This design comes from an exercise in tuning for small area and a short achievable clock period on the open sky130 flow, not from production work. Where RTL was checked, it was by simulation tests only, not by an equivalence proof against the original. For runs 2 and 3, only the layout was checked, not whether the RTL still works. No activity file was given, so power comes from the tool's default toggle rates.

$ cat flow/config.mk
export PLATFORM = sky130hd
export DESIGN_NAME = as2650
export DESIGN_NICKNAME = as2650
export VERILOG_FILES = /design/flow/design.v
export SDC_FILE = /design/flow/constraint.sdc
export NUM_CORES = 4
export LEC_CHECK = 0
export CAP_MARGIN = 20
export CORE_MARGIN = 2
export CORE_UTILIZATION = 50
export CTS_BUF_LIST = sky130_fd_sc_hd__clkbuf_16
export CTS_CLUSTER_DIAMETER = 100
export CTS_CLUSTER_SIZE = 20
export SLEW_MARGIN = 20
$ cat flow/constraint.sdc
create_clock -name core_clock -period 16.0 [get_ports {clk}]
set_input_delay 3.2000 -clock core_clock [delete_from_list [all_inputs] [get_ports {clk}]]
set_output_delay 3.2000 -clock core_clock [all_outputs]
set_load 0.01 [all_outputs]
$ cat flow/design.v
`default_nettype none
module as2650(
	input clk,
	input rst,
	input [7:0] bus_in,
	output [7:0] bus_out,
	output le_lo,
	output le_hi,
	output OEb,
	output WEb,
	output bus_dir,
	output IOC,
	output IOD,
	input [6:0] irqs,
	output flag,
	input sense,
	output [7:0] ext_io_addr,
	output io_bus_cyc,
	output io_bus_we,
	output [7:0] io_bus_out,
	input [7:0] io_bus_in,
	output [7:0] debug_psl,
	output [7:0] debug_psu,
	output [32:0] la_data_out,
	input wb_hidden_rom_enable,
	output reg cpu_hidden_rom_enable,
	output WE_ram
);
localparam FETCH = 0;
localparam PARAM1 = 1;
localparam PARAM2 = 2;
localparam DATA1 = 3;
localparam IO1 = 4;
localparam IO2 = 5;
localparam INVALID = 6;
localparam HALT = 7;
localparam EXT_IO1 = 8;
localparam EXT_IO2 = 9;
localparam EXT_IO3 = 10;
localparam EXT_IO4 = 11;
localparam INTERRUPT_ACTION1 = 12;
reg trap;
reg [2:0] irq_num;
reg [7:0] r0, r1, r2, r3, r5, r6, r7;
reg [7:0] psu;
reg [7:0] psl;
assign debug_psu = psu;
assign debug_psl = psl;
assign flag = psu[6];
reg [15:0] stack [15:0];
reg [12:0] PC;
reg [2:0] page_reg;
reg [11:0] ivectors_base;
reg [15:0] last_addr;
reg [3:0] cycle;
reg [7:0] insin;
reg [15:0] instruction_args_latch;
reg extend;
reg [1:0] warmup;
reg halted;
wire warm = warmup != 2'b00;
wire reset = rst || warm;
reg indirect_cyc;
reg [1:0] indexed_cyc;
reg relative_cyc;
reg [2:0] chirp_ptr;
wire [3:0] sp = psu[3:0];
wire [3:0] sp_m1 = sp - 4'd1;
wire [3:0] sp_p1 = sp + 4'd1;
wire [15:0] TOS = stack[sp_m1];
wire [7:0] r1_v = psl[4] ? r5 : r1;
wire [7:0] r2_v = psl[4] ? r6 : r2;
wire [7:0] r3_v = psl[4] ? r7 : r3;
assign la_data_out = {halted, r3_v, r2_v, r1_v, r0};
function [7:0] rd;
	input [1:0] a;
	input [7:0] v0, v1, v2, v3;
	begin
		case(a)
			2'd1: rd = v1;
			2'd2: rd = v2;
			2'd3: rd = v3;
			default: rd = v0;
		endcase
	end
endfunction
wire [7:0] instruction = cycle == FETCH ? bus_in : insin;
wire is_RETURN = (instruction[7:2] == 6'b000101 || instruction[7:2] == 6'b001101) && !extend;
wire is_DAR = instruction[7:2] == 6'b100101 && !extend;
wire is_CLR = instruction[7:2] == 6'h31 && !extend;
wire is_EXT = instruction == 8'hB7 && !extend;
wire is_HALT = instruction == 8'h40 && !extend;
wire is_NOP = instruction == 8'hC0 && !extend;
wire is_XCHG = instruction == 8'h91 && !extend;
wire is_MUL = instruction == 8'h90 && !extend;
wire is_ZBR = (instruction == 8'h9B || instruction == 8'hBB) && !extend;
wire is_BXA = (instruction == 8'h9F || instruction == 8'hBF) && !extend;
wire is_LPS = instruction[7:1] == 7'h49 && !extend;
wire is_SPS = instruction[7:1] == 7'h09 && !extend;
wire is_BRANCH = instruction[4:3] == 2'b11;
wire needs_param = (instruction[3:2] == 2'b01 || instruction[3:2] == 2'b10) && !is_RETURN && !is_DAR && !is_CLR && !is_EXT && !extend;
wire needs_2_param = instruction[3:2] == 2'b11 || (extend && instruction[3:2] == 2'b10);
wire is_indexed = ((instruction[3:2] == 2'b11 && instruction_args_latch[14:13] != 2'b00) && !is_BRANCH && !indirect_cyc && !extend) || (extend && (instruction[7:2] == 6'h03 || instruction[7:2] == 6'h33));
wire is_indirect_pre = (instruction[3:2] == 2'b10 || instruction[3:2] == 2'b11) && !indirect_cyc && !extend;
wire is_indirect_p1 = bus_in[7] && is_indirect_pre;
wire is_indirect_p2 = instruction_args_latch[15] && is_indirect_pre;
wire is_store = (instruction[7:4] == 4'hC && !is_NOP && !extend) || (instruction[7:3] == 5'h19 && extend);
wire is_COM = instruction[7:4] == 4'hE && !extend;
wire is_ALU_op = !instruction[4] && !is_store && !is_HALT && !is_COM && (!extend || instruction[3] == 1);
wire is_immediate = instruction[3:2] == 2'b01;
wire is_zero_reg = instruction[3:2] == 2'b00;
wire is_add_sub = instruction[7:5] == 3'h4 || instruction[7:5] == 3'h5;
wire is_relative = instruction[3:2] == 2'b10;
wire is_PUSH = instruction == 8'h10 && !extend;
wire is_POP = instruction == 8'h11 && !extend;
wire is_TPS = instruction[7:1] == 7'h5A && !extend;
wire is_CPS = instruction[7:1] == 7'h3A && !extend;
wire is_PPS = instruction[7:1] == 7'h3B && !extend;
wire is_RRR = instruction[7:2] == 6'h14 && !extend;
wire is_RRL = instruction[7:2] == 6'h34 && !extend;
wire is_TMI = instruction[7:2] == 6'h3D && !extend;
wire is_IO_READ = (instruction[7:2] == 6'h0C || instruction[7:2] == 6'h1C) && !extend;
wire is_IO_WRITE = (instruction[7:2] == 6'h2C || instruction[7:2] == 6'h3C) && !extend;
wire is_CPL = instruction[7:2] == 6'h38 && extend;
wire is_PSHS = instruction == 8'h10 && extend;
wire is_POPS = instruction == 8'h11 && extend;
wire is_SVB = instruction == 8'h12 && extend;
wire is_CHRP = instruction == 8'h13 && extend;
wire is_EXT_IO = (instruction[7:2] == 6'h15 || instruction[7:2] == 6'h35) && !extend;
wire is_TRAP = instruction == 8'h90 && extend;
wire is_CLRT = instruction == 8'h91 && extend;
wire is_LIR = instruction == 8'h92 && extend;
wire is_SIR = instruction == 8'h93 && extend;
wire [2:0] instr_reg_a = {psl[4], instruction[1:0]};
wire [7:0] instr_reg_v = rd(instruction[1:0], r0, r1_v, r2_v, r3_v);
wire is_store_q = (insin[7:4] == 4'hC && insin != 8'hC0 && !extend) || (insin[7:3] == 5'h19 && extend);
wire is_IO_READ_q = (insin[7:2] == 6'h0C || insin[7:2] == 6'h1C) && !extend;
wire is_IO_WRITE_q = (insin[7:2] == 6'h2C || insin[7:2] == 6'h3C) && !extend;
wire [7:0] instr_reg_v_q = rd(insin[1:0], r0, r1_v, r2_v, r3_v);
wire [12:0] PC_p1 = PC + 13'd1;
wire q_RETURN = (insin[7:2] == 6'b000101 || insin[7:2] == 6'b001101) && !extend;
wire q_DAR = insin[7:2] == 6'b100101 && !extend;
wire q_CLR = insin[7:2] == 6'h31 && !extend;
wire q_EXT = insin == 8'hB7 && !extend;
wire q_HALT = insin == 8'h40 && !extend;
wire q_NOP = insin == 8'hC0 && !extend;
wire q_XCHG = insin == 8'h91 && !extend;
wire q_MUL = insin == 8'h90 && !extend;
wire q_ZBR = (insin == 8'h9B || insin == 8'hBB) && !extend;
wire q_BXA = (insin == 8'h9F || insin == 8'hBF) && !extend;
wire q_LPS = insin[7:1] == 7'h49 && !extend;
wire q_SPS = insin[7:1] == 7'h09 && !extend;
wire q_BRANCH = insin[4:3] == 2'b11;
wire q_needs_param = (insin[3:2] == 2'b01 || insin[3:2] == 2'b10) && !q_RETURN && !q_DAR && !q_CLR && !q_EXT && !extend;
wire q_needs_2_param = insin[3:2] == 2'b11 || (extend && insin[3:2] == 2'b10);
wire q_indexed = ((insin[3:2] == 2'b11 && instruction_args_latch[14:13] != 2'b00) && !q_BRANCH && !indirect_cyc && !extend) || (extend && (insin[7:2] == 6'h03 || insin[7:2] == 6'h33));
wire q_indirect_pre = (insin[3:2] == 2'b10 || insin[3:2] == 2'b11) && !indirect_cyc && !extend;
wire q_indirect_p1 = bus_in[7] && q_indirect_pre;
wire q_indirect_p2 = instruction_args_latch[15] && q_indirect_pre;
wire q_store = (insin[7:4] == 4'hC && !q_NOP && !extend) || (insin[7:3] == 5'h19 && extend);
wire q_COM = insin[7:4] == 4'hE && !extend;
wire q_ALU_op = !insin[4] && !q_store && !q_HALT && !q_COM && (!extend || insin[3] == 1);
wire q_immediate = insin[3:2] == 2'b01;
wire q_zero_reg = insin[3:2] == 2'b00;
wire q_add_sub = insin[7:5] == 3'h4 || insin[7:5] == 3'h5;
wire q_relative = insin[3:2] == 2'b10;
wire q_PUSH = insin == 8'h10 && !extend;
wire q_POP = insin == 8'h11 && !extend;
wire q_TPS = insin[7:1] == 7'h5A && !extend;
wire q_CPS = insin[7:1] == 7'h3A && !extend;
wire q_PPS = insin[7:1] == 7'h3B && !extend;
wire q_RRR = insin[7:2] == 6'h14 && !extend;
wire q_RRL = insin[7:2] == 6'h34 && !extend;
wire q_TMI = insin[7:2] == 6'h3D && !extend;
wire q_IO_READ = (insin[7:2] == 6'h0C || insin[7:2] == 6'h1C) && !extend;
wire q_IO_WRITE = (insin[7:2] == 6'h2C || insin[7:2] == 6'h3C) && !extend;
wire q_CPL = insin[7:2] == 6'h38 && extend;
wire q_PSHS = insin == 8'h10 && extend;
wire q_POPS = insin == 8'h11 && extend;
wire q_SVB = insin == 8'h12 && extend;
wire q_CHRP = insin == 8'h13 && extend;
wire q_EXT_IO = (insin[7:2] == 6'h15 || insin[7:2] == 6'h35) && !extend;
wire q_TRAP = insin == 8'h90 && extend;
wire q_CLRT = insin == 8'h91 && extend;
wire q_LIR = insin == 8'h92 && extend;
wire q_SIR = insin == 8'h93 && extend;
wire q_CC_BRANCH = insin[7:4] == 4'h1 || insin[7:4] == 4'h3 || insin[7:4] == 4'h9 || insin[7:4] == 4'hB;
wire q_REG_BRANCH = !q_CC_BRANCH;
wire q_BRANCH_SUB = insin[7:4] != 4'hF && insin[5:4] == 2'b11;
wire [2:0] instr_reg_a_q = {psl[4], insin[1:0]};
wire [12:0] PC_p2 = PC + 13'd2;
wire [12:0] PC_p3 = PC + 13'd3;
wire [12:0] PC_p23 = needs_2_param ? PC_p3 : PC_p2;
wire [7:0] rel_lo = {1'b0, PC_p1[6:0]} + {1'b0, bus_in[6:0]};
wire [5:0] rel_hi_p1 = PC_p1[12:7] + 6'd1;
wire [5:0] rel_hi_m1 = PC_p1[12:7] - 6'd1;
wire [5:0] rel_hi = rel_lo[7] == bus_in[6] ? PC_p1[12:7] : (rel_lo[7] ? rel_hi_p1 : rel_hi_m1);
wire [12:0] relative_eff_address_pre = {rel_hi, rel_lo[6:0]};
wire [15:0] relative_eff_address = {page_reg, relative_eff_address_pre};
wire is_CC_BRANCH = instruction[7:4] == 4'h1 || instruction[7:4] == 4'h3 || instruction[7:4] == 4'h9 || instruction[7:4] == 4'hB;
wire is_REG_BRANCH = !is_CC_BRANCH;
wire is_BRANCH_SUB = instruction[7:4] != 4'hF && instruction[5:4] == 2'b11;
wire [7:0] reg_plus_1 = instr_reg_v + 8'd1;
wire [7:0] reg_minus_1 = instr_reg_v - 8'd1;
wire bcr_nonzero = instruction[7:4] == 4'hD ? instr_reg_v != 8'hFF : (instruction[7:4] == 4'hF ? instr_reg_v != 8'h01 : instr_reg_v != 8'h00);
wire should_branch = (is_CC_BRANCH && instruction[7] && psl[7:6] != instruction[1:0]) || (is_CC_BRANCH && !instruction[7] && instruction[1:0] == 2'b11) || (is_CC_BRANCH && !instruction[7] && psl[7:6] == instruction[1:0] || (is_REG_BRANCH && bcr_nonzero)) || is_ZBR || is_BXA;
wire [15:0] zbr_target = {(bus_in[6] ? 10'b0000000111 : 10'h000), bus_in[5:0]};
wire is_interrupt_cycle = cycle == INTERRUPT_ACTION1;
wire is_data_fetch_cycle = relative_cyc || indirect_cyc || cycle == DATA1 || is_interrupt_cycle;
wire is_instr_fetch_cycle = (cycle == FETCH || cycle == PARAM1 || cycle == PARAM2) && !is_data_fetch_cycle;
wire indexed_data1 = indexed_cyc != 2'b00 && cycle == DATA1;
wire IO_cyc = cycle == IO1 || cycle == IO2;
reg [15:0] requested_addr;
wire hit = last_addr == requested_addr;
wire hi_eq = requested_addr[15:8] == last_addr[15:8];
wire lo_eq = requested_addr[7:0] == last_addr[7:0];
wire mem_cyc = (is_instr_fetch_cycle || is_data_fetch_cycle) && !IO_cyc;
wire le_lo_act = mem_cyc && !lo_eq && hi_eq;
wire le_hi_act = mem_cyc && !hi_eq;
assign le_lo = le_lo_act && !rst;
assign le_hi = le_hi_act && !rst;
wire write_cyc = (cycle == DATA1 || (cycle == PARAM1 && relative_cyc)) && is_store_q;
wire [7:0] alu_instr_reg_q = indexed_data1 ? r0 : instr_reg_v_q;
assign OEb = (!(((is_instr_fetch_cycle || is_data_fetch_cycle) && hit) || (IO_cyc && is_IO_READ_q)) || write_cyc) || rst;
assign WE_ram = (write_cyc && hit) && !rst;
wire WEb_run = !(write_cyc || (is_IO_WRITE_q && cycle == IO1)) || (!hit && !IO_cyc);
assign WEb = WEb_run || rst;
assign bus_out = is_IO_WRITE_q && IO_cyc ? instr_reg_v_q : (le_lo_act ? requested_addr[7:0] : (le_hi_act ? requested_addr[15:8] : alu_instr_reg_q));
assign bus_dir = (!(!WEb_run || le_lo_act || le_hi_act || (is_IO_WRITE_q && IO_cyc))) || rst;
assign IOC = IO_cyc && !insin[6];
assign io_bus_cyc = cycle == EXT_IO3 || cycle == EXT_IO4;
assign io_bus_we = insin[7];
assign io_bus_out = instr_reg_v_q;
assign ext_io_addr = instruction_args_latch[15:8];
assign IOD = IO_cyc && insin[6];
reg [15:0] mul_res;
function [1:0] fadd;
	input x, y, z;
	begin
		fadd = {(x & y) | (x & z) | (y & z), x ^ y ^ z};
	end
endfunction
integer mi, mj;
reg [7:0] ms, mc;
reg [1:0] mt;
always @(*) begin
	for(mj = 0; mj < 8; mj = mj + 1) begin
		ms[mj] = r0[mj] & r1_v[0];
		mc[mj] = 1'b0;
	end
	mul_res[0] = ms[0];
	for(mi = 1; mi < 8; mi = mi + 1) begin
		for(mj = 0; mj < 8; mj = mj + 1) begin
			mt = fadd(r0[mj] & r1_v[mi], mj < 7 ? ms[mj + 1] : 1'b0, mc[mj]);
			ms[mj] = mt[0];
			mc[mj] = mt[1];
		end
		mul_res[mi] = ms[0];
	end
	mul_res[15:8] = {1'b0, ms[7:1]} + mc;
end
wire [7:0] rrr = psl[3] ? {psl[0], instr_reg_v[7:1]} : {instr_reg_v[0], instr_reg_v[7:1]};
wire [7:0] rrl = psl[3] ? {instr_reg_v[6:0], psl[0]} : {instr_reg_v[6:0], instr_reg_v[7]};
wire [7:0] alu_instr_reg = indexed_data1 ? r0 : instr_reg_v;
wire [7:0] alu_input1 = is_zero_reg ? r0 : alu_instr_reg;
wire [7:0] alu_input2 = is_zero_reg ? instr_reg_v : bus_in;
wire [2:0] alu_op = instruction[7:5];
wire alu_inv = alu_op != 3'd4;
wire alu_cin = alu_op == 3'd4 ? (psl[3] && psl[0]) : (alu_op == 3'd5 ? (!psl[3] || psl[0]) : 1'b0);
wire [8:0] alu_sum = {1'b0, alu_input1} + {1'b0, alu_inv ? ~alu_input2 : alu_input2} + {8'h00, alu_cin};
reg [8:0] alu_next;
always @(*) begin
	case(alu_op)
		1: alu_next = {psl[0], alu_input1 ^ alu_input2};
		2: alu_next = {psl[0], alu_input1 & alu_input2};
		3: alu_next = {psl[0], alu_input1 | alu_input2};
		4: alu_next = alu_sum;
		5: alu_next = alu_sum;
		default: alu_next = {psl[0], alu_input2};
	endcase
end
wire next_idc = alu_next[4] != alu_input1[4] ^ (alu_op == 5 ? ~alu_input2[4] : alu_input2[4]);
wire next_ovf = alu_input1[7] == alu_input2[7] && alu_next[7] != alu_input1[7];
wire cmp_eq = alu_input1 == alu_input2;
wire cmp_gt = alu_sum[8];
wire [1:0] cmp_cc = cmp_eq ? 2'b00 : ((psl[1] || alu_input1[7] == alu_input2[7]) ? (cmp_gt ? 2'b01 : 2'b10) : (alu_input1[7] ? 2'b10 : 2'b01));
function [1:0] cc_of;
	input [7:0] v;
	begin
		cc_of = v[7] ? 2'b10 : (v != 8'h00 ? 2'b01 : 2'b00);
	end
endfunction
wire [55:0] chirp_tab = {7'd10, 7'd13, 7'h21, 7'h70, 7'h72, 7'h69, 7'h68, 7'h43};
wire [6:0] chirpchar = chirp_tab[{chirp_ptr, 3'b000} - {3'b000, chirp_ptr} +: 7];
wire [7:0] irqs_all = {irqs[6], irqs[5], irqs[4], trap, irqs[3], irqs[2], irqs[1], irqs[0]};
wire [2:0] irq_enc = irqs_all[7] ? 3'h7 : (irqs_all[6] ? 3'h6 : (irqs_all[5] ? 3'h5 : (irqs_all[4] ? 3'h4 : (irqs_all[3] ? 3'h3 : (irqs_all[2] ? 3'h2 : (irqs_all[1] ? 3'h1 : 3'h0))))));
localparam WB_ALU = 4'd0, WB_REG = 4'd1, WB_INC = 4'd2, WB_DEC = 4'd3, WB_NOT = 4'd4, WB_CHRP = 4'd5, WB_ZERO = 4'd6, WB_R0 = 4'd7,
	WB_DAR = 4'd8, WB_RRR = 4'd9, WB_RRL = 4'd10, WB_PSL = 4'd11, WB_PSU = 4'd12, WB_BUS = 4'd13, WB_IO = 4'd14;
localparam PCS_HOLD = 3'd0, PCS_P1 = 3'd1, PCS_P23 = 3'd2, PCS_REL = 3'd3, PCS_ZBR = 3'd4, PCS_ABS = 3'd5, PCS_TOS = 3'd6;
localparam ITS_HOLD = 3'd0, ITS_ZBR = 3'd1, ITS_REL = 3'd2, ITS_IND2 = 3'd3, ITS_INT = 3'd4;
localparam A_HOLD = 2'd0, A_BUS = 2'd1, A_REG = 2'd2;
localparam ST_PC = 2'd0, ST_R10 = 2'd1, ST_PS = 2'd2;
localparam PR_MUL = 2'd0, PR_XCHG = 2'd1, PR_TOS = 2'd2;
localparam INS_HOLD = 3'd0, INS_BUS = 3'd1, INS_0C = 3'd2, INS_CC = 3'd3, INS_3F = 3'd4;
localparam ALL_FIELDS = 2'd0, ALL_TOS = 2'd1, ALL_R0 = 2'd2, ALL_CP = 2'd3;
localparam CC_HOLD = 3'd0, CC_CMP = 3'd1, CC_WB = 3'd2, CC_MUL = 3'd3, CC_01 = 3'd4, CC_TPS = 3'd5, CC_TMI = 3'd6;
localparam F_HOLD = 2'd0, F_ALU = 2'd1, F_RRR = 2'd2, F_RRL = 2'd3;
localparam SP_HOLD = 2'd0, SP_INC = 2'd1, SP_DEC = 2'd2;
localparam II_HOLD = 2'd0, II_CLR = 2'd1, II_SET = 2'd2;
wire [3:0] bcr_sel = instruction[7:4] == 4'hD ? WB_INC : (instruction[7:4] == 4'hF ? WB_DEC : WB_REG);
wire [3:0] bcr_sel_q = insin[7:4] == 4'hD ? WB_INC : (insin[7:4] == 4'hF ? WB_DEC : WB_REG);
reg trap_n;
reg [2:0] irq_num_n;
reg [11:0] ivb_n;
reg [3:0] cycle_n;
reg extend_n, halted_n, ind_n, rel_n;
reg [1:0] idx_n;
reg [2:0] chirp_n;
reg chre_n;
reg wb_en;
reg [2:0] wb_a;
reg [3:0] wb_sel;
reg pr_en;
reg [1:0] pr_sel;
reg st_en;
reg [1:0] st_sel;
reg [2:0] pc_sel, it_sel, ins_sel, cc_sel;
reg [1:0] ah_sel, al_sel, psl_all, psu_all, c_sel, idc_sel, sp_sel, ii_sel;
reg ovf_sel, cp_set;
always @(*) begin
	trap_n = trap;
	irq_num_n = irq_num;
	ivb_n = ivectors_base;
	cycle_n = cycle;
	extend_n = extend;
	halted_n = halted;
	ind_n = indirect_cyc;
	rel_n = relative_cyc;
	idx_n = indexed_cyc;
	chirp_n = chirp_ptr;
	chre_n = cpu_hidden_rom_enable;
	wb_en = 1'b0;
	wb_a = instr_reg_a;
	wb_sel = WB_ALU;
	pr_en = 1'b0;
	pr_sel = PR_MUL;
	st_en = 1'b0;
	st_sel = ST_PC;
	pc_sel = PCS_HOLD;
	it_sel = ITS_HOLD;
	ins_sel = INS_HOLD;
	ah_sel = A_HOLD;
	al_sel = A_HOLD;
	psl_all = ALL_FIELDS;
	psu_all = ALL_FIELDS;
	cc_sel = CC_HOLD;
	c_sel = F_HOLD;
	idc_sel = F_HOLD;
	ovf_sel = 1'b0;
	sp_sel = SP_HOLD;
	ii_sel = II_HOLD;
	cp_set = 1'b0;
	case(cycle)
	FETCH: begin
		ind_n = 1'b0;
		rel_n = 1'b0;
		idx_n = 2'b00;
		if(hit) begin
			pc_sel = PCS_P1;
			ins_sel = INS_BUS;
			if(is_LIR) begin
				ah_sel = A_REG;
				al_sel = A_REG;
				cycle_n = DATA1;
				extend_n = 1'b0;
				ins_sel = INS_0C;
			end else if(is_SIR) begin
				ah_sel = A_REG;
				al_sel = A_REG;
				cycle_n = DATA1;
				extend_n = 1'b0;
				ins_sel = INS_CC;
			end else if(needs_param || needs_2_param) begin
				if(is_BRANCH && !should_branch) begin
					pc_sel = PCS_P23;
					cycle_n = FETCH;
					if(is_REG_BRANCH) begin
						wb_en = 1'b1;
						wb_sel = bcr_sel;
					end
				end else cycle_n = PARAM1;
			end else begin
				if(is_HALT) halted_n = 1'b1;
				extend_n = is_EXT;
				if(is_CPL) begin
					wb_en = 1'b1;
					wb_sel = WB_NOT;
				end
				if(is_TRAP) trap_n = 1'b1;
				if(is_CLRT) trap_n = 1'b0;
				if(is_XCHG) begin
					pr_en = 1'b1;
					pr_sel = PR_XCHG;
				end
				if(is_PUSH) begin
					st_en = 1'b1;
					st_sel = ST_R10;
					sp_sel = SP_INC;
				end
				if(is_POP) begin
					pr_en = 1'b1;
					pr_sel = PR_TOS;
					sp_sel = SP_DEC;
				end
				if(is_PSHS) begin
					st_en = 1'b1;
					st_sel = ST_PS;
					sp_sel = SP_INC;
				end
				if(is_POPS) begin
					psl_all = ALL_TOS;
					psu_all = ALL_TOS;
				end
				if(is_SVB) ivb_n = {r1_v, r0[7:4]};
				if(is_CHRP) begin
					wb_en = 1'b1;
					wb_a = 3'b000;
					wb_sel = WB_CHRP;
					chirp_n = chirp_ptr + 3'd1;
					cc_sel = CC_01;
				end
				if(is_CLR) begin
					wb_en = 1'b1;
					wb_sel = WB_ZERO;
				end
				if(is_RETURN) begin
					if(instruction[1:0] == 2'b11 || instruction[1:0] == psl[7:6]) begin
						pc_sel = PCS_TOS;
						sp_sel = SP_DEC;
						if(instruction[5]) ii_sel = II_CLR;
					end
				end
				if(is_MUL) begin
					pr_en = 1'b1;
					pr_sel = PR_MUL;
					cc_sel = CC_MUL;
				end
				if(is_COM && is_zero_reg) begin
					cc_sel = CC_CMP;
				end else if(is_ALU_op && is_zero_reg) begin
					wb_en = 1'b1;
					wb_a = 3'b000;
					wb_sel = WB_ALU;
					c_sel = F_ALU;
					cc_sel = CC_WB;
					if(is_add_sub) begin
						idc_sel = F_ALU;
						ovf_sel = 1'b1;
					end
				end else if(is_store && !is_NOP && is_zero_reg) begin
					wb_en = 1'b1;
					wb_sel = WB_R0;
					cc_sel = CC_WB;
				end
				if(is_DAR) begin
					wb_en = 1'b1;
					wb_sel = WB_DAR;
				end
				if(is_RRR) begin
					if(psl[3]) begin
						c_sel = F_RRR;
						idc_sel = F_RRR;
					end
					cc_sel = CC_WB;
					wb_en = 1'b1;
					wb_sel = WB_RRR;
				end
				if(is_RRL) begin
					if(psl[3]) begin
						c_sel = F_RRL;
						idc_sel = F_RRL;
					end
					cc_sel = CC_WB;
					wb_en = 1'b1;
					wb_sel = WB_RRL;
				end
				if(is_LPS) begin
					if(instruction[0]) psl_all = ALL_R0;
					else psu_all = ALL_R0;
				end
				if(is_SPS) begin
					wb_en = 1'b1;
					wb_a = 3'b000;
					wb_sel = instruction[0] ? WB_PSL : WB_PSU;
					cc_sel = CC_WB;
				end
				cycle_n = is_HALT ? HALT : (is_IO_READ || is_IO_WRITE ? IO1 : FETCH);
			end
		end
	end
	PARAM1: begin
		if(hit) begin
			if(is_instr_fetch_cycle) pc_sel = PCS_P1;
			if(q_immediate || relative_cyc) begin
				if(q_store) begin
				end else if(q_ALU_op) begin
					wb_en = 1'b1;
					wb_sel = WB_ALU;
					c_sel = F_ALU;
					cc_sel = CC_WB;
					if(q_add_sub) begin
						idc_sel = F_ALU;
						ovf_sel = 1'b1;
					end
				end else begin
					if(q_TPS) cc_sel = CC_TPS;
					if(q_CPS) begin
						cp_set = 1'b0;
						if(insin[0]) psl_all = ALL_CP;
						else psu_all = ALL_CP;
					end
					if(q_PPS) begin
						cp_set = 1'b1;
						if(insin[0]) psl_all = ALL_CP;
						else psu_all = ALL_CP;
					end
					if(q_COM) cc_sel = CC_CMP;
					if(q_TMI) cc_sel = CC_TMI;
				end
				cycle_n = q_EXT_IO ? EXT_IO1 : FETCH;
				extend_n = 1'b0;
				rel_n = 1'b0;
			end else if(q_needs_2_param || indirect_cyc) begin
				cycle_n = PARAM2;
			end else if(q_relative && q_indirect_p1) begin
				it_sel = q_ZBR ? ITS_ZBR : ITS_REL;
				ind_n = 1'b1;
			end else if(q_relative && !q_indirect_p1) begin
				if(q_BRANCH) begin
					if(q_BRANCH_SUB) begin
						st_en = 1'b1;
						sp_sel = SP_INC;
					end
					pc_sel = q_ZBR ? PCS_ZBR : PCS_REL;
					if(q_REG_BRANCH) begin
						wb_en = 1'b1;
						wb_sel = bcr_sel_q;
					end
					extend_n = 1'b0;
					cycle_n = FETCH;
				end else begin
					rel_n = 1'b1;
					it_sel = ITS_REL;
				end
			end
			ah_sel = A_BUS;
		end
	end
	PARAM2: begin
		if(hit) begin
			if(is_instr_fetch_cycle) pc_sel = PCS_P1;
			if(!indirect_cyc && instruction_args_latch[14:13] != 2'b00 && !q_BRANCH) begin
				idx_n = q_indexed ? instruction_args_latch[14:13] : 2'b00;
				if(q_indexed && instruction_args_latch[14:13] != 2'b11 && !extend) begin
					wb_en = 1'b1;
					wb_sel = instruction_args_latch[14:13] == 2'b01 ? WB_INC : WB_DEC;
				end
			end
			if(q_indirect_p2 && !indirect_cyc) begin
				ind_n = 1'b1;
				it_sel = ITS_IND2;
				cycle_n = PARAM1;
			end else if(q_BRANCH) begin
				if(insin == 8'h1F) chre_n = 1'b0;
				if(q_BRANCH_SUB) begin
					st_en = 1'b1;
					sp_sel = SP_INC;
				end
				pc_sel = PCS_ABS;
				if(q_REG_BRANCH) begin
					wb_en = 1'b1;
					wb_sel = bcr_sel_q;
				end
				cycle_n = FETCH;
				extend_n = 1'b0;
			end else cycle_n = DATA1;
			al_sel = A_BUS;
		end
	end
	DATA1: begin
		if(hit) begin
			ind_n = 1'b0;
			idx_n = 2'b00;
			if(q_store) begin
			end else if(q_COM) begin
				cc_sel = CC_CMP;
			end else if(q_ALU_op) begin
				wb_en = 1'b1;
				wb_a = indexed_data1 ? 3'b000 : instr_reg_a_q;
				wb_sel = WB_ALU;
				c_sel = F_ALU;
				cc_sel = CC_WB;
				if(q_add_sub) begin
					idc_sel = F_ALU;
					ovf_sel = 1'b1;
				end
			end
			cycle_n = FETCH;
			extend_n = 1'b0;
		end
	end
	IO1: begin
		cycle_n = IO2;
	end
	IO2: begin
		if(q_IO_READ) begin
			wb_en = 1'b1;
			wb_sel = WB_BUS;
			cc_sel = CC_WB;
		end
		cycle_n = FETCH;
	end
	EXT_IO1: begin
		cycle_n = EXT_IO2;
	end
	EXT_IO2: begin
		cycle_n = EXT_IO3;
	end
	EXT_IO3: begin
		cycle_n = EXT_IO4;
	end
	EXT_IO4: begin
		if(!insin[7]) begin
			wb_en = 1'b1;
			wb_sel = WB_IO;
			cc_sel = CC_WB;
		end
		cycle_n = FETCH;
	end
	INTERRUPT_ACTION1: begin
		ins_sel = INS_3F;
		ind_n = 1'b1;
		it_sel = ITS_INT;
		ii_sel = II_SET;
		cycle_n = PARAM1;
	end
	default: begin
	end
	endcase
	if(cycle == HALT || (cycle == FETCH && !hit)) begin
		if(irqs != 7'h00 && !psu[5]) begin
			irq_num_n = irq_enc;
			cycle_n = INTERRUPT_ACTION1;
		end
	end
end
wire [7:0] dar_res = {instr_reg_v[7:4] + (psl[0] ? 4'h0 : 4'hA), instr_reg_v[3:0] + (psl[5] ? 4'h0 : 4'hA)};
wire c_f = cycle == FETCH;
wire c_p1 = cycle == PARAM1;
wire c_p2 = cycle == PARAM2;
wire s_bcr = (c_f && is_BRANCH) || ((c_p1 || c_p2) && q_BRANCH);
wire [3:0] bcr_op = c_f ? instruction[7:4] : insin[7:4];
wire s_inc = (s_bcr && bcr_op == 4'hD) || (c_p2 && !q_BRANCH && instruction_args_latch[14:13] == 2'b01);
wire s_dec = (s_bcr && bcr_op == 4'hF) || (c_p2 && !q_BRANCH && instruction_args_latch[14:13] == 2'b10);
wire s_reg = s_bcr && bcr_op != 4'hD && bcr_op != 4'hF;
wire s_not = c_f && is_CPL;
wire s_chrp = c_f && is_CHRP;
wire s_r0 = c_f && is_store && is_zero_reg;
wire s_dar = c_f && is_DAR;
wire s_rrr = c_f && is_RRR;
wire s_rrl = c_f && is_RRL;
wire s_psl = c_f && is_SPS && instruction[0];
wire s_psu = c_f && is_SPS && !instruction[0];
wire s_bus = cycle == IO2;
wire s_io = cycle == EXT_IO4;
wire s_alu = (c_f && is_ALU_op && is_zero_reg) || (c_p1 && !q_BRANCH) || cycle == DATA1;
wire [7:0] wb_other = ({8{s_inc}} & reg_plus_1) | ({8{s_dec}} & reg_minus_1) |
				({8{s_reg}} & instr_reg_v) | ({8{s_not}} & ~instr_reg_v) | ({8{s_chrp}} & {1'b0, chirpchar}) |
				({8{s_r0}} & r0) | ({8{s_dar}} & dar_res) | ({8{s_rrr}} & rrr) | ({8{s_rrl}} & rrl) |
				({8{s_psl}} & psl) | ({8{s_psu}} & psu) | ({8{s_bus}} & bus_in) | ({8{s_io}} & io_bus_in);
wire [7:0] wb_d = wb_other | ({8{s_alu}} & alu_next[7:0]);
reg [15:0] pr_d;
always @(*) begin
	case(pr_sel)
		PR_XCHG: pr_d = {r0, r1_v};
		PR_TOS: pr_d = TOS;
		default: pr_d = mul_res;
	endcase
end
reg [15:0] st_d;
always @(*) begin
	case(st_sel)
		ST_R10: st_d = {r1_v, r0};
		ST_PS: st_d = {psu, psl};
		default: st_d = {page_reg, indirect_cyc ? PC : PC_p1};
	endcase
end
wire [7:0] abs_hi = indirect_cyc || extend ? instruction_args_latch[15:8] : {page_reg[2], instruction_args_latch[14:8]};
wire [7:0] abs_hi_p1 = abs_hi + 8'd1;
wire [8:0] abs_lo = {1'b0, bus_in} + {1'b0, q_BXA ? r3_v : 8'h00};
wire [15:0] abs_target = {abs_lo[8] ? abs_hi_p1 : abs_hi, abs_lo[7:0]};
reg [15:0] pcp_n;
always @(*) begin
	case(pc_sel)
		PCS_P1: pcp_n = {page_reg, PC_p1};
		PCS_P23: pcp_n = {page_reg, PC_p23};
		PCS_REL: pcp_n = relative_eff_address;
		PCS_ZBR: pcp_n = zbr_target;
		PCS_ABS: pcp_n = abs_target;
		PCS_TOS: pcp_n = TOS;
		default: pcp_n = {page_reg, PC};
	endcase
end
wire [2:0] page_n = pcp_n[15:13];
wire [12:0] PC_n = pcp_n[12:0];
wire it_step_up = cycle == PARAM1 && hit;
wire it_step_down = cycle == PARAM2 && hit;
wire [15:0] ra_p1 = requested_addr + 16'd1;
wire [15:0] ra_m1 = requested_addr - 16'd1;
wire [15:0] it_held = it_step_down ? ra_m1 : (it_step_up ? ra_p1 : requested_addr);
reg [15:0] it_n;
always @(*) begin
	case(it_sel)
		ITS_ZBR: it_n = zbr_target;
		ITS_REL: it_n = relative_eff_address;
		ITS_IND2: it_n = q_BRANCH ? {page_reg[2], instruction_args_latch[14:8], bus_in} : {page_reg, instruction_args_latch[12:8], bus_in};
		ITS_INT: it_n = {ivectors_base, irq_num, 1'b0};
		default: it_n = it_held;
	endcase
end
wire [15:0] args_n = {ah_sel == A_BUS ? bus_in : (ah_sel == A_REG ? r3_v : instruction_args_latch[15:8]),
					al_sel == A_BUS ? bus_in : (al_sel == A_REG ? r2_v : instruction_args_latch[7:0])};
reg [7:0] insin_n;
always @(*) begin
	case(ins_sel)
		INS_BUS: insin_n = bus_in;
		INS_0C: insin_n = 8'h0C;
		INS_CC: insin_n = 8'hCC;
		INS_3F: insin_n = 8'h3F;
		default: insin_n = insin;
	endcase
end
wire [15:0] last_n = {le_hi_act ? requested_addr[15:8] : last_addr[15:8], le_lo_act ? requested_addr[7:0] : last_addr[7:0]};
reg [1:0] cc_n;
always @(*) begin
	case(cc_sel)
		CC_CMP: cc_n = cmp_cc;
		CC_WB: cc_n = s_alu ? cc_of(alu_next[7:0]) : cc_of(wb_other);
		CC_MUL: cc_n = mul_res[15] ? 2'b10 : ((r0 != 8'h00 && r1_v != 8'h00) ? 2'b01 : 2'b00);
		CC_01: cc_n = 2'b01;
		CC_TPS: cc_n = (((insin[0] ? psl : psu) & bus_in) == bus_in) ? 2'b00 : 2'b01;
		CC_TMI: cc_n = ((instr_reg_v_q & bus_in) == instr_reg_v_q) ? 2'b00 : 2'b01;
		default: cc_n = psl[7:6];
	endcase
end
reg c_n, idc_n;
always @(*) begin
	case(c_sel)
		F_ALU: c_n = alu_next[8];
		F_RRR: c_n = instr_reg_v[0];
		F_RRL: c_n = instr_reg_v[7];
		default: c_n = psl[0];
	endcase
	case(idc_sel)
		F_ALU: idc_n = next_idc;
		F_RRR: idc_n = instr_reg_v[6];
		F_RRL: idc_n = instr_reg_v[4];
		default: idc_n = psl[5];
	endcase
end
wire ovf_n = ovf_sel ? next_ovf : psl[2];
wire [3:0] sp_n = sp_sel == SP_INC ? sp_p1 : (sp_sel == SP_DEC ? sp_m1 : sp);
wire ii_n = ii_sel == II_CLR ? 1'b0 : (ii_sel == II_SET ? 1'b1 : psu[5]);
reg [7:0] psl_n, psu_n;
always @(*) begin
	case(psl_all)
		ALL_TOS: psl_n = TOS[7:0];
		ALL_R0: psl_n = r0;
		ALL_CP: psl_n = cp_set ? (psl | bus_in) : (psl & ~bus_in);
		default: psl_n = {cc_n, idc_n, psl[4:3], ovf_n, psl[1], c_n};
	endcase
	case(psu_all)
		ALL_TOS: psu_n = {TOS[15:12], sp_m1};
		ALL_R0: psu_n = r0;
		ALL_CP: psu_n = cp_set ? (psu | bus_in) : (psu & ~bus_in);
		default: psu_n = {sense, psu[6], ii_n, psu[4], sp_n};
	endcase
end
wire fetch_n = (cycle_n == FETCH || cycle_n == PARAM1 || cycle_n == PARAM2) && !(rel_n || ind_n);
wire [7:0] index_n = (cycle == PARAM2 && !indirect_cyc && !extend && instruction_args_latch[14:13] == 2'b01) ? instr_reg_v_q + 8'd1 :
					((cycle == PARAM2 && !indirect_cyc && !extend && instruction_args_latch[14:13] == 2'b10) ? instr_reg_v_q - 8'd1 : instr_reg_v_q);
wire [7:0] d1_hi = indirect_cyc || extend ? instruction_args_latch[15:8] : {page_reg, instruction_args_latch[12:8]};
wire [7:0] d1_hi_p1 = d1_hi + 8'd1;
wire [8:0] d1_lo = {1'b0, bus_in} + {1'b0, idx_n != 2'b00 ? index_n : 8'h00};
wire [15:0] d1_addr = cycle == PARAM2 ? {d1_lo[8] ? d1_hi_p1 : d1_hi, d1_lo[7:0]} :
					(cycle == FETCH ? {page_reg, r3_v[4:0], r2_v} : requested_addr);
wire [15:0] req_n = cycle_n == DATA1 ? d1_addr : (fetch_n ? pcp_n : ((ind_n || rel_n) ? it_n : 16'h0000));
always @(posedge clk) begin
	if(reset) begin
		requested_addr <= 16'h0000;
		psl <= 8'h00;
		psu <= 8'h20;  
		cycle <= (rst || warmup[1]) ? INVALID : FETCH;
		last_addr <= 16'hAAAA;
		insin <= 8'h00;
		PC <= 13'h0000;
		extend <= 1'b0;
		warmup <= rst ? 2'b11 : warmup - 2'd1;
		halted <= 1'b0;
		indirect_cyc <= 1'b0;
		relative_cyc <= 1'b0;
		indexed_cyc <= 2'b00;
		page_reg <= 3'b000;
		ivectors_base <= 12'h000;
		chirp_ptr <= 3'b000;
		trap <= 1'b0;
		cpu_hidden_rom_enable <= wb_hidden_rom_enable;
	end else begin
		trap <= trap_n;
		requested_addr <= req_n;
		irq_num <= irq_num_n;
		psu <= psu_n;
		psl <= psl_n;
		PC <= PC_n;
		page_reg <= page_n;
		ivectors_base <= ivb_n;
		last_addr <= last_n;
		cycle <= cycle_n;
		insin <= insin_n;
		extend <= extend_n;
		halted <= halted_n;
		indirect_cyc <= ind_n;
		relative_cyc <= rel_n;
		indexed_cyc <= idx_n;
		chirp_ptr <= chirp_n;
		cpu_hidden_rom_enable <= chre_n;
	end
end
always @(posedge clk) begin
	if(!reset && st_en) stack[sp] <= st_d;
end
wire [7:0] wd_lo = (pr_en ? pr_d[7:0] : wb_d) & {8{!reset}};
wire [7:0] wd_hi = (pr_en ? pr_d[15:8] : wb_d) & {8{!reset}};
wire [7:0] wd = wb_d & {8{!reset}};
wire wr_any = wb_en && !pr_en;
always @(posedge clk) begin
	if(reset || pr_en || (wr_any && wb_a[1:0] == 2'd0)) r0 <= wd_lo;
	if(reset || (pr_en && !psl[4]) || (wr_any && wb_a == 3'd1)) r1 <= wd_hi;
	if(reset || (pr_en && psl[4]) || (wr_any && wb_a == 3'd5)) r5 <= wd_hi;
	if(reset || (wr_any && wb_a == 3'd2)) r2 <= wd;
	if(reset || (wr_any && wb_a == 3'd3)) r3 <= wd;
	if(reset || (wr_any && wb_a == 3'd6)) r6 <= wd;
	if(reset || (wr_any && wb_a == 3'd7)) r7 <= wd;
end
always @(posedge clk) begin
	instruction_args_latch <= args_n;
end
endmodule
$ cat flow/flow/run.sh
#!/bin/bash
# The standard layout (standard.sh: the standard flow's own synthesis and ORFS flow) with two changes:
# - the input and output ports are buffered with sky130_fd_sc_hd__buf_2 cells instead of
#   the cell buffer_ports picks by default;
# - ORFS's repair_timing steps aim for 9 ns of setup slack rather than 0, so that they size
#   up the slowest paths; the clock and constraints are the design's.
# Make's full output goes to flow_make.log here; ORFS's own logs are under orfs/logs.
set -euo pipefail
export BUFFER_PORTS_ARGS="-buffer_cell sky130_fd_sc_hd__buf_2"
export SETUP_SLACK_MARGIN=9
export TNS_END_PERCENT=5
bash standard.sh finish > flow_make.log 2>&1
$ cat flow/standard.sh
#!/bin/bash
# synth_recipe.tcl (not shown) runs the flow's synth.tcl, then flattens the netlist and writes it again
# the make line also repeats each setting of config.mk as NAME=value (left out here)
make -C /OpenROAD-flow-scripts/flow DESIGN_CONFIG=/design/flow/config.mk WORK_HOME=/design/flow/orfs CLKGATE_MAP_FILE= SYNTH_SCRIPT=/design/flow/synth_recipe.tcl "${@:-finish}"
==> results of run 1 <==
## worst paths after layout
path / depth (start not counted) / endpoint / slack, ns
max reg2reg: 19 / requested_addr[15]$_SDFFE_PN0P_ / 9.07
min reg2reg: 2 / halted$_SDFFE_PN0P_ / 0.47
min: 2 / halted$_SDFFE_PN0P_ / 0.47
max: 7 / bus_out[0] / 8.81
## final cells by class
type,instances,share of cell area
Multi-Input combinational cell,2330,0.529
Sequential cell,424,0.344
Timing Repair Buffer,254,0.0546
Tap cell,782,0.0286
Clock buffer,29,0.0212
Inverter,164,0.0187
Clock inverter,21,0.00388
## layout by cell type (no fill, tap or decap), types with 19 or more instances in the layout
cell,instances
a21oi_1,181
nand2b_1,34
edfxtp_1,326
nand3_1,78
nand2_1,231
ha_1,122
xnor2_1,95
o22ai_1,25
and2_1,62
fa_1,49
nor4_1,19
mux2_2,24
a22oi_1,41
nor2_1,282
a221oi_1,49
o21ai_0,153
buf_4,125
mux4_2,84
a21o_1,29
clkbuf_16,29
nand4_1,23
xor2_1,37
nor2b_1,25
dfxtp_1,96
mux2i_1,87
inv_1,166
and3_1,32
a211oi_1,51
nor3_1,67
o211ai_1,24
a31oi_1,22
buf_2,108
## what timing repair did
action,CTS,global route
pin swaps,6,14
setup buffers,4,40
resized for setup,86,77
setup endpoints to repair,670,652
## where the power goes
part           total (uW)  switching, uW  leakage (uW)  internal (uW)
combinational         214            147       0.00814           67.3
clock                 738            402      0.000472            336
sequential           1180           3.69       0.00350           1180
total                2130            552        0.0121           1580
## worst register-to-register path: stages (launching register included)
cell	delay, ns
dfxtp_1	0.66
buf_4	0.39
clkinv_1	0.45
nand2_1	0.20
nor2_1	0.06
buf_4	0.23
nand2_1	0.31
inv_1	0.37
ha_1	0.39
a21o_1	0.17
a21o_1	0.21
a2111oi_1	0.69
nor3_1	0.17
a2111oi_0	0.85
nor3_1	0.16
a2111oi_1	0.81
mux2i_1	0.19
o31ai_1	0.29
nand3_1	0.13
a21oi_1	0.13
## logic make-up after synthesis
| family | after synthesis | share of synthesized area |
|---|---|---|
| AND/OR/NAND/NOR | 986 | 0.157 |
| AO/OA/AOI/OAI | 832 | 0.184 |
| flip-flops | 424 | 0.385 |
| buffers and inverters | 395 | 0.0504 |
| multiplexers | 201 | 0.101 |
| adder cells (fa/ha/maj) | 177 | 0.0847 |
| XOR/XNOR | 134 | 0.0384 |
## routing by layer
layer  wire, um  vias to the layer above  track usage
met5          0                        -            0
met2      55400                     1901        0.604
met3      13500                      462       0.0642
li1           -                    11900            -
met1      48900                    13600        0.524
met4       9150                        0        0.224
## through the flow
stage               area (um2)   util
floorplan                30600      -
global placement         32000  0.531
detailed placement       32000  0.531
CTS                      33300  0.552
global route             34200  0.566
finish                   34200  0.566
==> results_dict.tcl, run 1 <==
set metrics [dict create \
    required_ns 12.80 \
    start_util 0.506 \
    start_kind "flip-flop" \
    final.setup.worst_slack_ns 8.81 \
    hold_path_class "reg -> reg" \
    ys_ff_latch 424 \
    maxCapViolations 0 \
    dr.pass1.iters 6 \
    clock_latency_ns 0.65 \
    cp_cell_sequence "mux2i_1 > a211oi_1 > a21oi_1 > o21ai_0 > mux2i_1 > a21oi_1 > buf_2" \
    run_status "finished clean" \
    synth.yosys.seq_area_share 0.385 \
    finalPower_uw 2130 \
    drive_above_1_share 0.173 \
    hpwl_mm 91.7 \
    gr-total-overflow 0 \
    hold_viol_final 0 \
    period_minus_slack_ns 7.19 \
    worstSetupStartpoint "psl[4]$_SDFFE_PN0N_" \
    synth_top_area_frac 0.320 \
    synth.area.top_cells "edfxtp_1 (32%), dfxtp_1 (6.4%), mux4_2 (6.2%), ha_1 (5.2%), nor2_1 (3.7%)" \
    vias_per_cell 6.96 \
    grt_max_degree 52 \
    worstPathMaxFanout 17 \
    clockRootBuffer "clkbuf_16" \
    synth_most_common_cell "edfxtp_1" \
    path_class "reg -> out" \
    syn_to_final_growth_pct 11.8 \
    die_area_um2 63100 \
    rsz0062_at_grt "yes" \
    min_from "halted$_SDFFE_PN0P_" \
    slowest_stage "mux2i_1" \
    power_density_nw_per_um2 62.4 \
    critPathTopFamily "compound AO/OA/AOI/OAI gates" \
    yosys.cell_types.count 97 \
    synth_ff_type "edfxtp_1" \
    die_x_um 251 \
    antenna_left 0 \
    dpl.cell_count 3910 \
    worst_pin_slew_ns 1.15 \
    top_register "stack" \
    period_share 0.449 \
    path_buf_inv 1 \
    drt_iter0_markers 3974 \
    instances_no_fill 4004 \
    setup_violations 0 \
    antenna_found_initial 2 \
    diodes 0 \
    clock_sinks 424 \
    yosys_warnings 1 \
    critPathMaxStageDelay_ns 0.91 \
    placementRows 90 \
    cts_tree "done" \
    crit_path_end_kind "output port" \
    fmaxAchievable_mhz 139 \
    wl_per_cell_um 31.7 \
    synth_commonest_cells "edfxtp_1 (326), nor2_1 (300), nand2_1 (234)" \
    slew-limit-headroom 0.230 \
    skew_ns 0.0543 \
    netlist_area_um2 30600 \
    grt_usage 0.391 \
    regArea_um2 11800 \
    h-tree-depth 1 \
    r2r-start "cycle[0]$_SDFF_PN0_" \
    grt_pass1_wl_mm 181 \
    drc_errors 0 \
    leakagePower_uw 0.0121 \
    async_flop_share 0 \
    timing.hold.ws_ns 0.474 \
    avgSynthCellArea_um2 9.70 \
    peakVddDrop_uv 88.4 \
    synth_nets 3352 \
    grt_pass1_vias 26200 \
    largest_reg_flops 256 \
    place_ws_ns 6.65 \
    multiInputGateArea_um2 18100 \
    fillers 5285 \
    synth_top_cell_by_area "edfxtp_1" \
    gp_congestion 1.04 \
    clockBufferDepth 3 \
    tns_ns 0 \
    wirelength_mm 127 \
    portBuffers 111 \
    numCtsBuffers 27 \
    reg_top3 "stack: 256 flops, last_addr: 16 flops, requested_addr: 16 flops" \
    dieHeight_um 251 \
    nNetsFinal 3404 \
    clk_pin_slew_ns 0.08 \
    slew_viol_final 0 \
    vias 27900 \
    netlist_instances 3149 \
    fp.coreArea_um2 60400 \
    synth_edf_count 326 \
    ctsHoldBuffers 0 \
    worstPathArrival_ns 3.99 \
    pin_count 112 \
]
==> inputs of run 2 (changes only) <==
--- a/flow/design.v
+++ b/flow/design.v
@@ -74,13 +74,12 @@
 assign la_data_out = {halted, r3_v, r2_v, r1_v, r0};
 function [7:0] rd;
 	input [1:0] a;
-	input [7:0] v0, v1, v2, v3;
 	begin
 		case(a)
-			2'd1: rd = v1;
-			2'd2: rd = v2;
-			2'd3: rd = v3;
-			default: rd = v0;
+			2'd1: rd = r1_v;
+			2'd2: rd = r2_v;
+			2'd3: rd = r3_v;
+			default: rd = r0;
 		endcase
 	end
 endfunction
@@ -132,11 +131,11 @@
 wire is_LIR = instruction == 8'h92 && extend;
 wire is_SIR = instruction == 8'h93 && extend;
 wire [2:0] instr_reg_a = {psl[4], instruction[1:0]};
-wire [7:0] instr_reg_v = rd(instruction[1:0], r0, r1_v, r2_v, r3_v);
+wire [7:0] instr_reg_v = rd(instruction[1:0]);
 wire is_store_q = (insin[7:4] == 4'hC && insin != 8'hC0 && !extend) || (insin[7:3] == 5'h19 && extend);
 wire is_IO_READ_q = (insin[7:2] == 6'h0C || insin[7:2] == 6'h1C) && !extend;
 wire is_IO_WRITE_q = (insin[7:2] == 6'h2C || insin[7:2] == 6'h3C) && !extend;
-wire [7:0] instr_reg_v_q = rd(insin[1:0], r0, r1_v, r2_v, r3_v);
+wire [7:0] instr_reg_v_q = rd(insin[1:0]);
 wire [12:0] PC_p1 = PC + 13'd1;
 wire q_RETURN = (insin[7:2] == 6'b000101 || insin[7:2] == 6'b001101) && !extend;
 wire q_DAR = insin[7:2] == 6'b100101 && !extend;
@@ -261,9 +260,8 @@
 end
 wire [7:0] rrr = psl[3] ? {psl[0], instr_reg_v[7:1]} : {instr_reg_v[0], instr_reg_v[7:1]};
 wire [7:0] rrl = psl[3] ? {instr_reg_v[6:0], psl[0]} : {instr_reg_v[6:0], instr_reg_v[7]};
-wire [7:0] alu_instr_reg = indexed_data1 ? r0 : instr_reg_v;
-wire [7:0] alu_input1 = is_zero_reg ? r0 : alu_instr_reg;
-wire [7:0] alu_input2 = is_zero_reg ? instr_reg_v : bus_in;
+wire [7:0] alu_input1 = cycle == FETCH ? r0 : alu_instr_reg_q;
+wire [7:0] alu_input2 = cycle == FETCH ? rd(bus_in[1:0]) : bus_in;
 wire [2:0] alu_op = instruction[7:5];
 wire alu_inv = alu_op != 3'd4;
 wire alu_cin = alu_op == 3'd4 ? (psl[3] && psl[0]) : (alu_op == 3'd5 ? (!psl[3] || psl[0]) : 1'b0);
@@ -715,9 +713,7 @@
 wire [12:0] PC_n = pcp_n[12:0];
 wire it_step_up = cycle == PARAM1 && hit;
 wire it_step_down = cycle == PARAM2 && hit;
-wire [15:0] ra_p1 = requested_addr + 16'd1;
-wire [15:0] ra_m1 = requested_addr - 16'd1;
-wire [15:0] it_held = it_step_down ? ra_m1 : (it_step_up ? ra_p1 : requested_addr);
+wire [15:0] it_held = requested_addr + (it_step_down ? 16'hFFFF : {15'h0000, it_step_up});
 reg [15:0] it_n;
 always @(*) begin
 	case(it_sel)
==> flow/config.mk (replaced) <==
export PLATFORM = sky130hd
export DESIGN_NAME = as2650
export DESIGN_NICKNAME = as2650
export VERILOG_FILES = /design/flow/design.v
export SDC_FILE = /design/flow/constraint.sdc
export NUM_CORES = 4
export LEC_CHECK = 0
export CAP_MARGIN = 20
export CORE_MARGIN = 2
export CORE_UTILIZATION = 40
export CTS_BUF_LIST = sky130_fd_sc_hd__clkbuf_8
export SLEW_MARGIN = 20
==> results_dict.tcl, run 2 <==
set metrics [dict create \
    run_status "finished clean" \
    hpwl_mm 92.4 \
    dieHeight_um 282 \
    drc_errors 0 \
    slew-limit-headroom 0.238 \
    nNetsFinal 3506 \
    maxCapViolations 0 \
    path_class "reg -> out" \
    grt_usage 0.318 \
    required_ns 12.80 \
    vias_per_cell 6.48 \
    hold_viol_final 0 \
    setup_violations 0 \
    reg_top3 "stack: 256 flops, last_addr: 16 flops, requested_addr: 16 flops" \
    largest_reg_flops 256 \
    wl_per_cell_um 29.4 \
    antenna_found_initial 3 \
    hold_path_class "reg -> reg" \
    cp_cell_sequence "buf_12 > mux2i_2 > inv_1 > mux4_2 > inv_1 > o21ai_0 > mux2i_1 > o21ai_0 > buf_2" \
    grt_pass1_vias 26600 \
    syn_to_final_growth_pct 13.1 \
    worstPathArrival_ns 4.02 \
    mostFrequentLayoutCells "edfxtp_1 (326), nor2_1 (309), nand2_1 (288), a21oi_1 (221), inv_1 (168)" \
    critPathMaxStageDelay_ns 0.67 \
    fp.coreArea_um2 76200 \
    die_x_um 282 \
    portBuffers 111 \
    pin_count 112 \
    gp_congestion 1.06 \
    synth.yosys.seq_area_share 0.380 \
    placementRows 101 \
    wirelength_mm 129 \
    vias 28500 \
    yosys_warnings 1 \
    start_util 0.405 \
    fmaxAchievable_mhz 139 \
    clockBufferDepth 3 \
    async_flop_share 0 \
    crit_path_end_kind "output port" \
    synth_top_cell_by_area "edfxtp_1" \
    ctsHoldBuffers 0 \
    drive_above_1_share 0.168 \
    clk_pin_slew_ns 0.06 \
    dr.pass1.iters 6 \
    synth_edf_count 326 \
    gr-total-overflow 0 \
    grt_max_degree 51 \
    h-tree-depth 3 \
    netlist_area_um2 30900 \
    yosys.cell_types.count 95 \
    antenna_left 0 \
    slowest_stage "mux4_2" \
    drt_iter0_markers 3840 \
    clock_sinks 424 \
    power_density_nw_per_um2 70.4 \
    grt_pass1_wl_mm 185 \
    period_share 0.451 \
    cts_tree "done" \
    synth.area.top_cells "edfxtp_1 (32%), mux4_2 (6.8%), dfxtp_1 (6.4%), ha_1 (5.1%), nor2_1 (3.9%)" \
    period_minus_slack_ns 7.22 \
    clock_latency_ns 0.70 \
    skew_ns 0.0738 \
    tns_ns 0 \
    peakVddDrop_uv 70.2 \
    rsz0062_at_grt "yes" \
    layout_commonest_cell "edfxtp_1" \
    synth_top_area_frac 0.317 \
    slew_viol_final 0 \
    synth_nets 3425 \
    synth_ff_type "edfxtp_1" \
    start_kind "flip-flop" \
    worst_pin_slew_ns 1.14 \
    synth_commonest_cells "edfxtp_1 (326), nor2_1 (324), nand2_1 (289)" \
    ys_ff_latch 424 \
    top_register "stack" \
    leakagePower_uw 0.0122 \
    synth_most_common_cell "edfxtp_1" \
    worstPathMaxFanout 19 \
    die_area_um2 79500 \
    netlist_instances 3221 \
    dpl.cell_count 4231 \
    avgSynthCellArea_um2 9.59 \
    instances_no_fill 4392 \
    clockRootBuffer "clkbuf_8" \
    numCtsBuffers 75 \
]
run 2: cells by family (layout without fill, tap and decap cells):
group | after synthesis | after routing | share of synthesized area
compound gates | 871 | 871 | 0.188
fa+ha+maj | 177 | 177 | 0.0838
buf+inv | 390 | 529 | 0.0489
simple gates | 1022 | 1022 | 0.156
flops | 424 | 424 | 0.380
mux | 197 | 197 | 0.102
xor+xnor | 140 | 140 | 0.0397
other cells | 0 | 2 | 0
run 2: critical path, delay by kind of cell, from the launching register on:
kind / cells / cell delay (ns)
multiplexers: 3 / 1.54
flip-flops: 1 / 0.45
AO/OA/AOI/OAI: 2 / 0.43
buffers and inverters: 4 / 0.92
run 2: metal layers:
metal,track usage,routed length [um],vias up
li1,-,-,12200
met1,0.410,49200,13800
met2,0.478,55400,1911
met3,0.0740,14500,488
met4,0.206,10100,2
met5,0,13,-
run 2: path summary, 6_finish.rpt:
kind,start,depth (start not counted),end,slack [ns]
setup / recovery,psl[4]$_SDFFE_PN0N_,9,bus_out[2],8.78
hold / removal,last_addr[4]$_SDFFE_PN0P_,2,last_addr[4]$_SDFFE_PN0P_,0.47
setup reg to reg,psl[4]$_SDFFE_PN0N_,25,psl[6]$_SDFFE_PN0P_,9.34
hold reg to reg,last_addr[4]$_SDFFE_PN0P_,2,last_addr[4]$_SDFFE_PN0P_,0.47
run 2: what timing repair did:
action,4_1_cts,5_1_grt
setup endpoints to repair,428,521
buffers inserted,0,22
endpoints found under the hold margin,0,0
cloned,0,2
resized for setup,42,53
pin swaps,2,8
run 2: report_power, final:
part,switching (uW),internal [uW]
Clock,477,585
Combinational,148,65.7
Sequential,5.40,1180
run 2: cell type report:
class	count	area, um2
Tap cell	1030	1290
Timing Repair Buffer	234	1620
Sequential cell	424	11800
Fill cell	7317	41300
Inverter	160	614
Clock buffer	85	1170
Clock inverter	50	380
Antenna cell	2	5.00
Multi-Input combinational cell	2407	18100
run 2: per-stage QoR:
stage / utilization / setup WS, ns / hold slack (ns) / cell area [um2] / total power, uW
after CTS: 0.452 / 8.75 / 0.468 / 34400 / 2450
after global routing: 0.458 / 8.77 / 0.500 / 34900 / 2530
final: 0.458 / 8.78 / 0.469 / 34900 / 2460
after floorplan: - / 8.95 / 0.442 / 30900 / 1320
after detailed placement: 0.429 / 7.47 / 0.459 / 32700 / 1400
after global placement: 0.429 / 7.60 / 0.453 / 32700 / 1400
==> inputs of run 3 (changes only) <==
--- a/flow/design.v
+++ b/flow/design.v
@@ -41,7 +41,7 @@
 localparam INTERRUPT_ACTION1 = 12;
 reg trap;
 reg [2:0] irq_num;
-reg [7:0] r0, r1, r2, r3, r5, r6, r7;
+reg [7:0] r0, r1, r2, r3, s1, s2, s3;
 reg [7:0] psu;
 reg [7:0] psl;
 assign debug_psu = psu;
@@ -68,9 +68,9 @@
 wire [3:0] sp_m1 = sp - 4'd1;
 wire [3:0] sp_p1 = sp + 4'd1;
 wire [15:0] TOS = stack[sp_m1];
-wire [7:0] r1_v = psl[4] ? r5 : r1;
-wire [7:0] r2_v = psl[4] ? r6 : r2;
-wire [7:0] r3_v = psl[4] ? r7 : r3;
+wire [7:0] r1_v = r1;
+wire [7:0] r2_v = r2;
+wire [7:0] r3_v = r3;
 assign la_data_out = {halted, r3_v, r2_v, r1_v, r0};
 function [7:0] rd;
 	input [1:0] a;
@@ -260,8 +260,9 @@
 end
 wire [7:0] rrr = psl[3] ? {psl[0], instr_reg_v[7:1]} : {instr_reg_v[0], instr_reg_v[7:1]};
 wire [7:0] rrl = psl[3] ? {instr_reg_v[6:0], psl[0]} : {instr_reg_v[6:0], instr_reg_v[7]};
-wire [7:0] alu_input1 = cycle == FETCH ? r0 : alu_instr_reg_q;
-wire [7:0] alu_input2 = cycle == FETCH ? rd(bus_in[1:0]) : bus_in;
+wire [7:0] alu_instr_reg = indexed_data1 ? r0 : instr_reg_v;
+wire [7:0] alu_input1 = is_zero_reg ? r0 : alu_instr_reg;
+wire [7:0] alu_input2 = is_zero_reg ? instr_reg_v : bus_in;
 wire [2:0] alu_op = instruction[7:5];
 wire alu_inv = alu_op != 3'd4;
 wire alu_cin = alu_op == 3'd4 ? (psl[3] && psl[0]) : (alu_op == 3'd5 ? (!psl[3] || psl[0]) : 1'b0);
@@ -713,7 +714,9 @@
 wire [12:0] PC_n = pcp_n[12:0];
 wire it_step_up = cycle == PARAM1 && hit;
 wire it_step_down = cycle == PARAM2 && hit;
-wire [15:0] it_held = requested_addr + (it_step_down ? 16'hFFFF : {15'h0000, it_step_up});
+wire [15:0] ra_p1 = requested_addr + 16'd1;
+wire [15:0] ra_m1 = requested_addr - 16'd1;
+wire [15:0] it_held = it_step_down ? ra_m1 : (it_step_up ? ra_p1 : requested_addr);
 reg [15:0] it_n;
 always @(*) begin
 	case(it_sel)
@@ -839,14 +842,20 @@
 wire [7:0] wd_hi = (pr_en ? pr_d[15:8] : wb_d) & {8{!reset}};
 wire [7:0] wd = wb_d & {8{!reset}};
 wire wr_any = wb_en && !pr_en;
+wire [7:0] rmask8 = {8{!reset}};
+wire bank_sw = !reset && hit && (
+	(cycle == FETCH && ((bus_in == 8'h11 && extend && TOS[4] != psl[4]) || (bus_in == 8'h93 && !extend && r0[4] != psl[4]))) ||
+	(cycle == PARAM1 && !extend && insin[7:2] == 6'b011101 && insin[0] && bus_in[4] && (insin[1] != psl[4])));
 always @(posedge clk) begin
 	if(reset || pr_en || (wr_any && wb_a[1:0] == 2'd0)) r0 <= wd_lo;
-	if(reset || (pr_en && !psl[4]) || (wr_any && wb_a == 3'd1)) r1 <= wd_hi;
-	if(reset || (pr_en && psl[4]) || (wr_any && wb_a == 3'd5)) r5 <= wd_hi;
-	if(reset || (wr_any && wb_a == 3'd2)) r2 <= wd;
-	if(reset || (wr_any && wb_a == 3'd3)) r3 <= wd;
-	if(reset || (wr_any && wb_a == 3'd6)) r6 <= wd;
-	if(reset || (wr_any && wb_a == 3'd7)) r7 <= wd;
+	if(reset || bank_sw || pr_en || (wr_any && wb_a[1:0] == 2'd1)) r1 <= bank_sw ? s1 : wd_hi;
+	if(reset || bank_sw || (wr_any && wb_a[1:0] == 2'd2)) r2 <= bank_sw ? s2 : wd;
+	if(reset || bank_sw || (wr_any && wb_a[1:0] == 2'd3)) r3 <= bank_sw ? s3 : wd;
+	if(reset || bank_sw) begin
+		s1 <= r1 & rmask8;
+		s2 <= r2 & rmask8;
+		s3 <= r3 & rmask8;
+	end
 end
 always @(posedge clk) begin
 	instruction_args_latch <= args_n;
--- a/flow/config.mk
+++ b/flow/config.mk
@@ -7,6 +7,8 @@
 export LEC_CHECK = 0
 export CAP_MARGIN = 20
 export CORE_MARGIN = 2
-export CORE_UTILIZATION = 40
-export CTS_BUF_LIST = sky130_fd_sc_hd__clkbuf_8
+export CORE_UTILIZATION = 50
+export CTS_BUF_LIST = sky130_fd_sc_hd__clkbuf_16
+export CTS_CLUSTER_DIAMETER = 100
+export CTS_CLUSTER_SIZE = 20
 export SLEW_MARGIN = 20
==> results_dict.tcl, run 3 <==
set metrics [dict create \
    run_status "finished clean" \
    cts_tree "done" \
    grt_max_degree 49 \
    fmaxAchievable_mhz 140 \
    synth_top_cell_by_area "edfxtp_1" \
    cp_cell_sequence "buf_2 > or3_1 > buf_2" \
    async_flop_share 0 \
    largest_reg_flops 256 \
    slowest_stage "or3_1" \
    portBuffers 111 \
    clockBufferDepth 3 \
    clock_sinks 424 \
    fillers 5456 \
    die_x_um 253 \
    leakagePower_uw 0.0119 \
    wirelength_mm 129 \
    drc_errors 0 \
    yosys.cell_types.count 97 \
    vias_per_cell 6.95 \
    synth.area.top_cells "edfxtp_1 (31%), mux4_2 (7.1%), dfxtp_1 (6.3%), ha_1 (5.1%), nand2_1 (3.6%)" \
    ctsHoldBuffers 0 \
    setup_violations 0 \
    wl_per_cell_um 31.5 \
    gp_congestion 1.03 \
    worstPathMaxFanout 11 \
    synth_top_area_frac 0.315 \
    period_share 0.446 \
    reg_top3 "stack: 256 flops, last_addr: 16 flops, requested_addr: 16 flops" \
    drt_iter0_markers 4122 \
    slew-limit-headroom 0.284 \
    power_density_nw_per_um2 63.2 \
    fp.coreArea_um2 61600 \
    placed_area_um2 32700 \
    mostFrequentLayoutCells "edfxtp_1 (326), nand2_1 (296), nor2_1 (259), a21oi_1 (181), inv_1 (149)" \
    syn_to_final_growth_pct 9.85 \
    antenna_found_initial 3 \
    layout_commonest_cell "edfxtp_1" \
    critPathMaxStageDelay_ns 0.39 \
    synth_most_common_cell "edfxtp_1" \
    numCtsBuffers 29 \
    required_ns 12.80 \
    grt_pass1_vias 27000 \
    nNetsFinal 3424 \
    yosys_warnings 1 \
    netlist_instances 3180 \
    drive_above_1_share 0.166 \
    maxCapViolations 0 \
    tns_ns 0 \
    ys_ff_latch 424 \
    crit_path_end_kind "output port" \
    period_minus_slack_ns 7.13 \
    die_area_um2 64200 \
    clk_pin_slew_ns 0.08 \
    vias 28400 \
    skew_ns 0.0441 \
    hold_viol_final 0 \
    hold_path_class "reg -> reg" \
    synth.yosys.seq_area_share 0.378 \
    netlist_area_um2 31100 \
    start_kind "input pin" \
    avgSynthCellArea_um2 9.78 \
    peakVddDrop_uv 93.5 \
    synth_ff_type "edfxtp_1" \
    grt_pass1_wl_mm 185 \
    pin_count 112 \
    hpwl_mm 90.8 \
    worstPathArrival_ns 3.93 \
    fin_area_um2 34200 \
    gr-total-overflow 0 \
    clock_latency_ns 0.67 \
    placementRows 91 \
]
-- run 3: final timing paths --
kind                            startpoint                       endpoint  slack [ns]  cells past startpoint
max                                    rst                            OEb        8.87                      3
min          ivectors_base[6]$_SDFFE_PP0P_  ivectors_base[6]$_SDFFE_PP0P_        0.46                      2
max reg2reg                r0[7]$_DFFE_PP_            psl[6]$_SDFFE_PP0P_        9.56                     20
min reg2reg  ivectors_base[6]$_SDFFE_PP0P_  ivectors_base[6]$_SDFFE_PP0P_        0.46                      2
-- run 3: routing by layer --
metal | global-route usage | wire length, um | vias up
met3 | 0.0971 | 14700 | 424
met1 | 0.515 | 49000 | 14100
met4 | 0.210 | 8510 | 2
met2 | 0.603 | 56400 | 1872
li1 | - | - | 12000
met5 | 0 | 16 | -
-- run 3: per-stage QoR --
stage	total power (uW)	utilization	cells	setup slack, ns	hold slack [ns]
floorplan	1320	-	3180	8.99	0.431
global placement	1400	0.531	4000	7.53	0.438
detailed placement	1400	0.531	4000	7.42	0.448
CTS	2160	0.549	4060	8.83	0.461
global route	2220	0.554	4081	8.84	0.479
finish	2160	0.555	4087	8.87	0.462
-- run 3: logic make-up (layout without fill, tap and decap cells) --
logic type | count (synthesis) | after routing | share of synthesized area
AOI/OAI and AO/OA | 782 | 782 | 0.174
adders and majority gates | 178 | 178 | 0.0835
xor gates and xnor gates | 131 | 131 | 0.0373
and+or+nand+nor | 1074 | 1074 | 0.169
muxes | 216 | 217 | 0.111
DFF | 424 | 424 | 0.378
buffers and inverters | 375 | 438 | 0.0470
other | 0 | 6 | 0
-- run 3: worst max-delay path, delay by kind of cell --
kind          cells  cell delay [ns]
buf+inv           2             0.34
simple gates      1             0.39
-- run 3: final cells by class --
class                   count  area share
well taps                 837      0.0307
clock inverters            25     0.00571
repair buffers            245      0.0467
inverters                 139      0.0154
flip-flops and latches    424       0.344
diodes                      6    0.000440
multi-input cells        2382       0.536
clock buffers              29      0.0212
-- run 3: power by group --
part / leakage, uW / internal [uW] / switching [uW]
combinational: 0.00798 / 64.5 / 140
sequential: 0.00344 / 1180 / 9.37
clock: 0.000502 / 344 / 426
-- run 3: timing repair --
item | CTS | global route
endpoints found under the setup margin | 356 | 337
gates resized for setup | 34 | 39
cloned | 0 | 1
pin swaps | 1 | 9
setup buffers | 6 | 19

Check on run 3: ideal ports give 8.869 ns setup slack; a clkbuf_16 on the clock port and buf_2 on the inputs give 8.848 ns; moving port delays by the midpoint clock arrival (0.710 ns) as well gives 8.223 ns.
